Source: an optimization exercise on an open RTL-to-GDS flow (aim: small area and a short achievable clock period). Production flows keep margins and buffers that such runs may drop.
At most, simulation tests tie the RTL to the original design; equivalence was not proved.
The RTL of run 1 was laid out without a check of its function.
Power figures rest on the tool's default switching activity, not on a simulated workload.

## flow/design.v (module list and top-level ports; edited modules follow where they fit)
// module FIRLPF: 1127 lines
// module FIRLPF_fa: 4 lines
// module FIRLPF_ha: 4 lines
// module FIRLPF_gp: 4 lines
module FIRLPF(
       input                     Clock,
       input                     Rst_n,
       input      signed  [31:0] InputData1,
       output     signed  [31:0] OutputData
);
  // ...
==> flow/flow/run.sh <==
#!/bin/bash
# The standard layout (standard.sh) with two changes to how it is made:
# - the port buffers that global placement inserts use buf_2 instead of the
#   flow's default pick, a slow delay buffer;
# - after placement resizing (repair_design), cells that drive many loads
#   get a stronger drive strength of the same cell, adder cells excepted
#   (post_resize.tcl);
#   detailed placement then legalizes them as usual.
# Everything else, including synthesis, is the standard flow's. The tools'
# full output goes to standard.log in the work folder (and to the ORFS logs
# under orfs/logs).
set -euo pipefail
here=$(cd "$(dirname "$0")" && pwd)
export BUFFER_PORTS_ARGS="-buffer_cell sky130_fd_sc_hd__buf_2"
export POST_RESIZE_TCL="$here/post_resize.tcl"
bash standard.sh > standard.log 2>&1
==> flow/flow/post_resize.tcl <==
# Sourced by ORFS after repair_design in the placement resizing step.
# Cells whose output drives more than 6 pins get the _4 drive strength of the
# same cell, more than 3 pins the _2 one, where the library has it (same
# function; flip-flops stay the same type of flip-flop). Adder cells are
# left alone.
set n_up 0
foreach inst [get_cells *] {
  set master [get_property $inst ref_name]
  if {![regexp {^(sky130_fd_sc_hd__[a-z0-9]+)_([0-9]+)$} $master -> base drive]} { continue }
  if {[string match "*clkbuf*" $base] || [string match "*dly*" $base] || [string match "*tap*" $base]} { continue }
  # the adders' cells (half adders and prefix cells) are left as they are
  if {[regexp {__(ha|fa|a21o)$} $base]} { continue }
  set fo 0
  foreach pin [get_pins -of_objects $inst -filter "direction == output"] {
    set net [get_nets -of_objects $pin]
    if {$net eq ""} { continue }
    incr fo [llength [get_pins -of_objects $net -filter "direction == input"]]
  }
  if {$fo > 6} { set want 4 } elseif {$fo > 3} { set want 2 } else { continue }
  if {$drive >= $want} { continue }
  if {[llength [get_lib_cells -quiet ${base}_$want]] == 0} { continue }
  replace_cell $inst ${base}_$want
  incr n_up
}
puts "post_resize.tcl: upsized $n_up cells"
==> flow/standard.sh <==
#!/bin/bash
# synth_recipe.tcl (not shown) runs the flow's synth.tcl, then flattens the netlist and writes it again
# the make line also repeats each setting of config.mk as NAME=value (left out here)
make -C /OpenROAD-flow-scripts/flow DESIGN_CONFIG=/design/flow/config.mk WORK_HOME=/design/flow/orfs CLKGATE_MAP_FILE= SYNTH_SCRIPT=/design/flow/synth_recipe.tcl "${@:-finish}"
==> flow/config.mk <==
export PLATFORM = sky130hd
export DESIGN_NAME = FIRLPF
export DESIGN_NICKNAME = FIRLPF
export VERILOG_FILES = /design/flow/design.v
export SDC_FILE = /design/flow/constraint.sdc
export NUM_CORES = 4
export LEC_CHECK = 0
export CAP_MARGIN = 20
export CELL_PAD_IN_SITES_DETAIL_PLACEMENT = 1
export CORE_MARGIN = 2
export CORE_UTILIZATION = 30
export CTS_CLUSTER_DIAMETER = 60
export CTS_CLUSTER_SIZE = 30
export PLACE_DENSITY = 0.5
export SLEW_MARGIN = 20
export SYNTH_HIERARCHICAL = 1
export SYNTH_MINIMUM_KEEP_SIZE = 0
==> flow/constraint.sdc <==
create_clock -name core_clock -period 11.0 [get_ports {Clock}]
set_input_delay 2.2000 -clock core_clock [delete_from_list [all_inputs] [get_ports {Clock}]]
set_output_delay 2.2000 -clock core_clock [all_outputs]
set_load 0.01 [all_outputs]
==> run notes, run 1 <==
Worst Min Path Start=R1[13]; ClkCell Share=0.0577; Internal Pwr Total=3860 uW; status=timing/DRC/antenna clean; Post-CTS Hold Fix Bufs=0; DR WL met3=3530 um; Cell Area, Synth=22,200 um2; CP arrival=1.23 ns; HPWL Detailed=41,500 um; Finished Cell Area=24,600 um2; Avg WL per Cell=20.6 um; maxcap violations=0; Worst Path Max Fanout=3; vias per std cell=5.14; post-CTS resize count=0; share of layout cells above drive strength 1=0.133; worst-case vdd ir drop=112 uV; Worst slew margin=0.558; Non-CTS buffers=88; fraction of area in multi-input gates=0.525; combinational power=2980 uW; M1 GR Usage=0.214; Leak=0.0108 uW; pwr/cell area=255 nW/um2; mean post-synth cell area=10.9 um2; Critical Path Stages=1; H-tree levels=2; kind of cell adding the most delay to the critical path=flip-flops; worst path bufs/invs=1; hold_ws=0.309 ns; pin count of the biggest net entering global routing=60; Reg clk slew, reported paths=0.10 ns; FF/Latch Area=8370 um2; Worst R2R Start=ctl[9]; post-route ant nets=0; net count after synthesis=2,402; most frequent cells in the layout=dfxtp_1, fa_1, a21o_1; Critical Path Start Type=flop; hold path cells=0; WP data required=8.80 ns; final period utilization=0.312; Placed Area=23,200 um2; sequential cell area share=0.340; CTS buffer count=37; critical path type=reg2out
==> inputs of run 2 (changes only) <==
--- a/flow/design.v
+++ b/flow/design.v
@@ -825,7 +825,7 @@
   else        upd <= (Count == 6'd39);
-reg  [29:0] U;
-wire [29:0] Unext;
-wire [29:0] ua = U;
-wire [29:0] ub = {{5{R2[24]}}, R2};
-wire [29:0] uc = ~{{5{R7[24]}}, R7};
+reg  [27:0] U;
+wire [27:0] Unext;
+wire [27:0] ua = U;
+wire [27:0] ub = {{3{R2[24]}}, R2};
+wire [27:0] uc = ~{{3{R7[24]}}, R7};
 wire us0, uk0;
@@ -886,6 +886,2 @@
 FIRLPF_fa uu27 (.a(ua[27]), .b(ub[27]), .c(uc[27]), .s(us27), .co(uk27));
-wire us28, uk28;
-FIRLPF_fa uu28 (.a(ua[28]), .b(ub[28]), .c(uc[28]), .s(us28), .co(uk28));
-wire us29, uk29;
-FIRLPF_fa uu29 (.a(ua[29]), .b(ub[29]), .c(uc[29]), .s(us29), .co(uk29));
 wire uap0, uag0;
@@ -946,6 +942,2 @@
 FIRLPF_ha uuah27 (.a(us27), .b(uk26), .s(uap27), .co(uag27));
-wire uap28, uag28;
-FIRLPF_ha uuah28 (.a(us28), .b(uk27), .s(uap28), .co(uag28));
-wire uap29, uag29;
-FIRLPF_ha uuah29 (.a(us29), .b(uk28), .s(uap29), .co(uag29));
 wire uaG0_1g, uaG0_1p;
@@ -978,4 +970,2 @@
 FIRLPF_gp uuaG0_27 (.gh(uag27), .ph(uap27), .gl(uag26), .pl(uap26), .g(uaG0_27g), .p(uaG0_27p));
-wire uaG0_29g, uaG0_29p;
-FIRLPF_gp uuaG0_29 (.gh(uag29), .ph(uap29), .gl(uag28), .pl(uap28), .g(uaG0_29g), .p(uaG0_29p));
 wire uaG1_2g, uaG1_2p;
@@ -1032,6 +1022,2 @@
 FIRLPF_gp uuaG2_23 (.gh(uaG1_23g), .ph(uaG1_23p), .gl(uaG1_19g), .pl(uaG1_19p), .g(uaG2_23g), .p(uaG2_23p));
-wire uaG2_28g, uaG2_28p;
-FIRLPF_gp uuaG2_28 (.gh(uag28), .ph(uap28), .gl(uaG1_27g), .pl(uaG1_27p), .g(uaG2_28g), .p(uaG2_28p));
-wire uaG2_29g, uaG2_29p;
-FIRLPF_gp uuaG2_29 (.gh(uaG0_29g), .ph(uaG0_29p), .gl(uaG1_27g), .pl(uaG1_27p), .g(uaG2_29g), .p(uaG2_29p));
 wire uaG3_8g, uaG3_8p;
@@ -1060,6 +1046,2 @@
 FIRLPF_gp uuaG3_27 (.gh(uaG1_27g), .ph(uaG1_27p), .gl(uaG2_23g), .pl(uaG2_23p), .g(uaG3_27g), .p(uaG3_27p));
-wire uaG3_28g, uaG3_28p;
-FIRLPF_gp uuaG3_28 (.gh(uaG2_28g), .ph(uaG2_28p), .gl(uaG2_23g), .pl(uaG2_23p), .g(uaG3_28g), .p(uaG3_28p));
-wire uaG3_29g, uaG3_29p;
-FIRLPF_gp uuaG3_29 (.gh(uaG2_29g), .ph(uaG2_29p), .gl(uaG2_23g), .pl(uaG2_23p), .g(uaG3_29g), .p(uaG3_29p));
 wire uaG4_16g, uaG4_16p;
@@ -1088,6 +1070,2 @@
 FIRLPF_gp uuaG4_27 (.gh(uaG3_27g), .ph(uaG3_27p), .gl(uaG3_15g), .pl(uaG3_15p), .g(uaG4_27g), .p(uaG4_27p));
-wire uaG4_28g, uaG4_28p;
-FIRLPF_gp uuaG4_28 (.gh(uaG3_28g), .ph(uaG3_28p), .gl(uaG3_15g), .pl(uaG3_15p), .g(uaG4_28g), .p(uaG4_28p));
-wire uaG4_29g, uaG4_29p;
-FIRLPF_gp uuaG4_29 (.gh(uaG3_29g), .ph(uaG3_29p), .gl(uaG3_15g), .pl(uaG3_15p), .g(uaG4_29g), .p(uaG4_29p));
 wire uas1 = uap1 ^ uag0;
@@ -1119,9 +1097,7 @@
 wire uas27 = uap27 ^ uaG4_26g;
-wire uas28 = uap28 ^ uaG4_27g;
-wire uas29 = uap29 ^ uaG4_28g;
-assign Unext = {uas29, uas28, uas27, uas26, uas25, uas24, uas23, uas22, uas21, uas20, uas19, uas18, uas17, uas16, uas15, uas14, uas13, uas12, uas11, uas10, uas9, uas8, uas7, uas6, uas5, uas4, uas3, uas2, uas1, uap0};
+assign Unext = {uas27, uas26, uas25, uas24, uas23, uas22, uas21, uas20, uas19, uas18, uas17, uas16, uas15, uas14, uas13, uas12, uas11, uas10, uas9, uas8, uas7, uas6, uas5, uas4, uas3, uas2, uas1, uap0};
 always @(posedge Clock or negedge Rst_n)
-  if (!Rst_n)   U <= 30'd0;
+  if (!Rst_n)   U <= 28'd0;
   else if (upd) U <= Unext;
-assign OutputData = {U[29], U[29], U[28], U[28], U[28], U[27], U[27], U[27], U[26:3]};
+assign OutputData = {U[27], U[27], U[27], U[27], U[27], U[27], U[27], U[27], U[26:3]};
 endmodule
==> run 2 against run 1 <==
Compared with the run above:
- still clean
- non-clock buffer count decreased by 6
- final cell count is 0.10% lower
- final area is 1.6% lower
==> run notes, run 2 <==
Initial Utilization=0.302; Worst Min Path Start=R0[16]; RSZ-0062 raised after global routing=false; Slew @ Worst Pin=1.07 ns; vias post-DR=14,600; Worst Hold Endpoint=R1[16]; Worst Path Max Fanout=10 (+7); vias in the first global route=16,200; Std-Cell Core Area=72,600 um2; Avg WL per Cell=18.6 um (-9.7%); CTS buffer count=36 (-2.7%); pwr/cell area=249 nW/um2 (-2.4%); final WL=54,900 um; Final Skew=0.0287 ns; Setup Fix Bufs, Post-CTS=0; post-route DRC violation count=0; n_diodes=0; yosys warns=7; H-tree levels=2 (unchanged); nets@finish=2,334; net count after synthesis=2,404 (+0.083%); worst-case vdd ir drop=109 uV (-3.1%); first-pass GRT wire length=91,000 um; Critical Path Start Type=flop; DIE AREA=75,100 um2; GRT Total Usage=0.150; cell count after synthesis=2,043; vias per std cell=4.94 (-3.9%); initial antenna violation count=1; maxcap violations=0 (unchanged); Cell Area, Synth=21,900 um2 (-1.5%); commonest non-fill, non-tap cell in the layout=dfxtp_1; Worst R2R Start=xr[20]; CTS sink cnt=398; Crit. Startpoint=U[27]; slowest cell on the critical path=dfrtp_4; post-layout min period=3.47 ns; row count=99; CP peak stage delay=0.54 ns; hold path cells=0 (unchanged); worst path cell trace=buf_2; mean post-synth cell area=10.7 um2 (-1.8%); pin count of the biggest net entering global routing=56 (-6.7%); critical path type=reg2out; worst hold path type=reg2reg; status=timing/DRC/antenna clean; clock latency on the worst-skew pair=0.57 ns; crit path capture type=output pin; worst path bufs/invs=1 (unchanged); post-route ant nets=0 (unchanged); most frequent cells in the layout=dfxtp_1, fa_1, nand2_1; Final Hold Vio Count=0; gpl congestion=0.783; Largest regs=Sc x40, Ss x40, xr x32; Reg clk slew, reported paths=0.09 ns (about the same); WP data required=8.80 ns (about the same); post-CTS resize count=0 (unchanged); Setup TNS Final=0 ns; CTS tree=done; die height=274 um; R2R setup slack=7.68 ns; CTS Root Cell=clkbuf_16; num ports=66; area grow syn2layout=10.7%; Leak=0.0106 uW (-1.4%); final period utilization=0.315 (+0.00380); CP arrival=1.27 ns (+0.04 ns); Worst slew margin=0.287 (-0.271); GRT Residual Overflow=0; Achievable Freq=288 MHz; HPWL Detailed=39,200 um (-5.5%); port buffer count=65; Max clock buf depth=3; Post-CTS Hold Fix Bufs=0 (unchanged); hold_ws=0.321 ns (+0.0117 ns); fin. max-slew vios=0; DRT iter0 DRCs=695; final setup vio count=0; share of layout cells above drive strength 1=0.123 (-0.0108); Pre-antenna DRT Iters=5; die width=274 um; R2R cell count=7; kind of cell adding the most delay to the critical path=flip-flops; Reg-to-Reg End=Sc[29]
run 2: how the worst max path moves through the flow:
stage / to / cells after the start
after floorplan: Sc[29] / 7
after global placement: Sc[29] / 7
after detailed placement: Sc[29] / 7
after CTS: OutputData[25] / 1
after global routing: OutputData[31] / 1
final: OutputData[25] / 1
run 2: stage by stage:
| stage | utilization | setup slack [ns] | total power (uW) | cells | instance area [um2] |
|---|---|---|---|---|---|
| after floorplan | - | 8.07 | 3990 | 2043 | 21900 |
| after global placement | 0.312 | 7.34 | 4540 | 2894 | 22600 |
| after detailed placement | 0.315 | 7.71 | 4690 | 2894 | 22800 |
| after CTS | 0.334 | 7.47 | 6160 | 2959 | 24200 |
| after global routing | 0.334 | 7.45 | 6610 | 2959 | 24200 |
| final | 0.334 | 7.53 | 6020 | 2959 | 24200 |
run 2: cell type report:
| cell class | count | area [um2] |
|---|---|---|
| fill | 8019 | 48400 |
| multi-input combinational | 1407 | 12700 |
| sequential | 398 | 8340 |
| tap | 959 | 1200 |
| clock buffer | 36 | 901 |
| clock inverter | 29 | 485 |
| timing repair buffer | 82 | 453 |
| inverter | 48 | 198 |
run 2: metal layers:
metal	vias up	part of all wire	GRT usage
met1	7433	0.46	0.199
met2	285	0.49	0.254
met4	2	0.019	0.0398
met3	72	0.039	0.0243
met5	-	0.00024	0
li1	6814	-	-
run 2: power breakdown:
part           switching, uW  internal, uW  total [uW]
clock                    707           701        1410
combinational           1420          1370        2790
sequential               152          1670        1820
run 2: worst register-to-register path: stages, from the launching register on:
cell,delay (ns)
dfxtp_4,0.49
mux2_2,0.37
a221oi_1,0.20
o221ai_1,0.25
fa_1,0.48
fa_1,0.46
fa_1,0.54
fa_1,0.41

==> static timing again, ports no longer ideal <==
No port has a modelled driver above. Below, the same layouts with a new extraction and two added sets of constraints. Step 1 assumes that a clkbuf_16 drives the clock port and a buf_2 every other input. Step 2 adds t to the input delays and takes it off the output delays; t is the mean of the earliest and latest rising clock arrival at the registers after step 1. Input paths then give back, and output paths get back, about the clock's delay inside the block. Slacks: no drivers / after step 1 / after step 2; pairs: no drivers / after step 1.
| run | t (ns) | setup WS [ns] | latest minus earliest clock arrival (ns) | slew at the worst register clock pin (ns) | worst data-port slew with drivers (ns) |
|---|---|---|---|---|---|
| run 1 | 0.635 | 7.573 / 7.512 / 7.584 | 0.060 / 0.059 | 0.10 / 0.10 | 0.03 |
| run 2 | 0.616 | 7.531 / 7.474 / 7.684 | 0.031 / 0.030 | 0.10 / 0.10 | 0.05 |
After both steps every run listed still meets setup and hold.
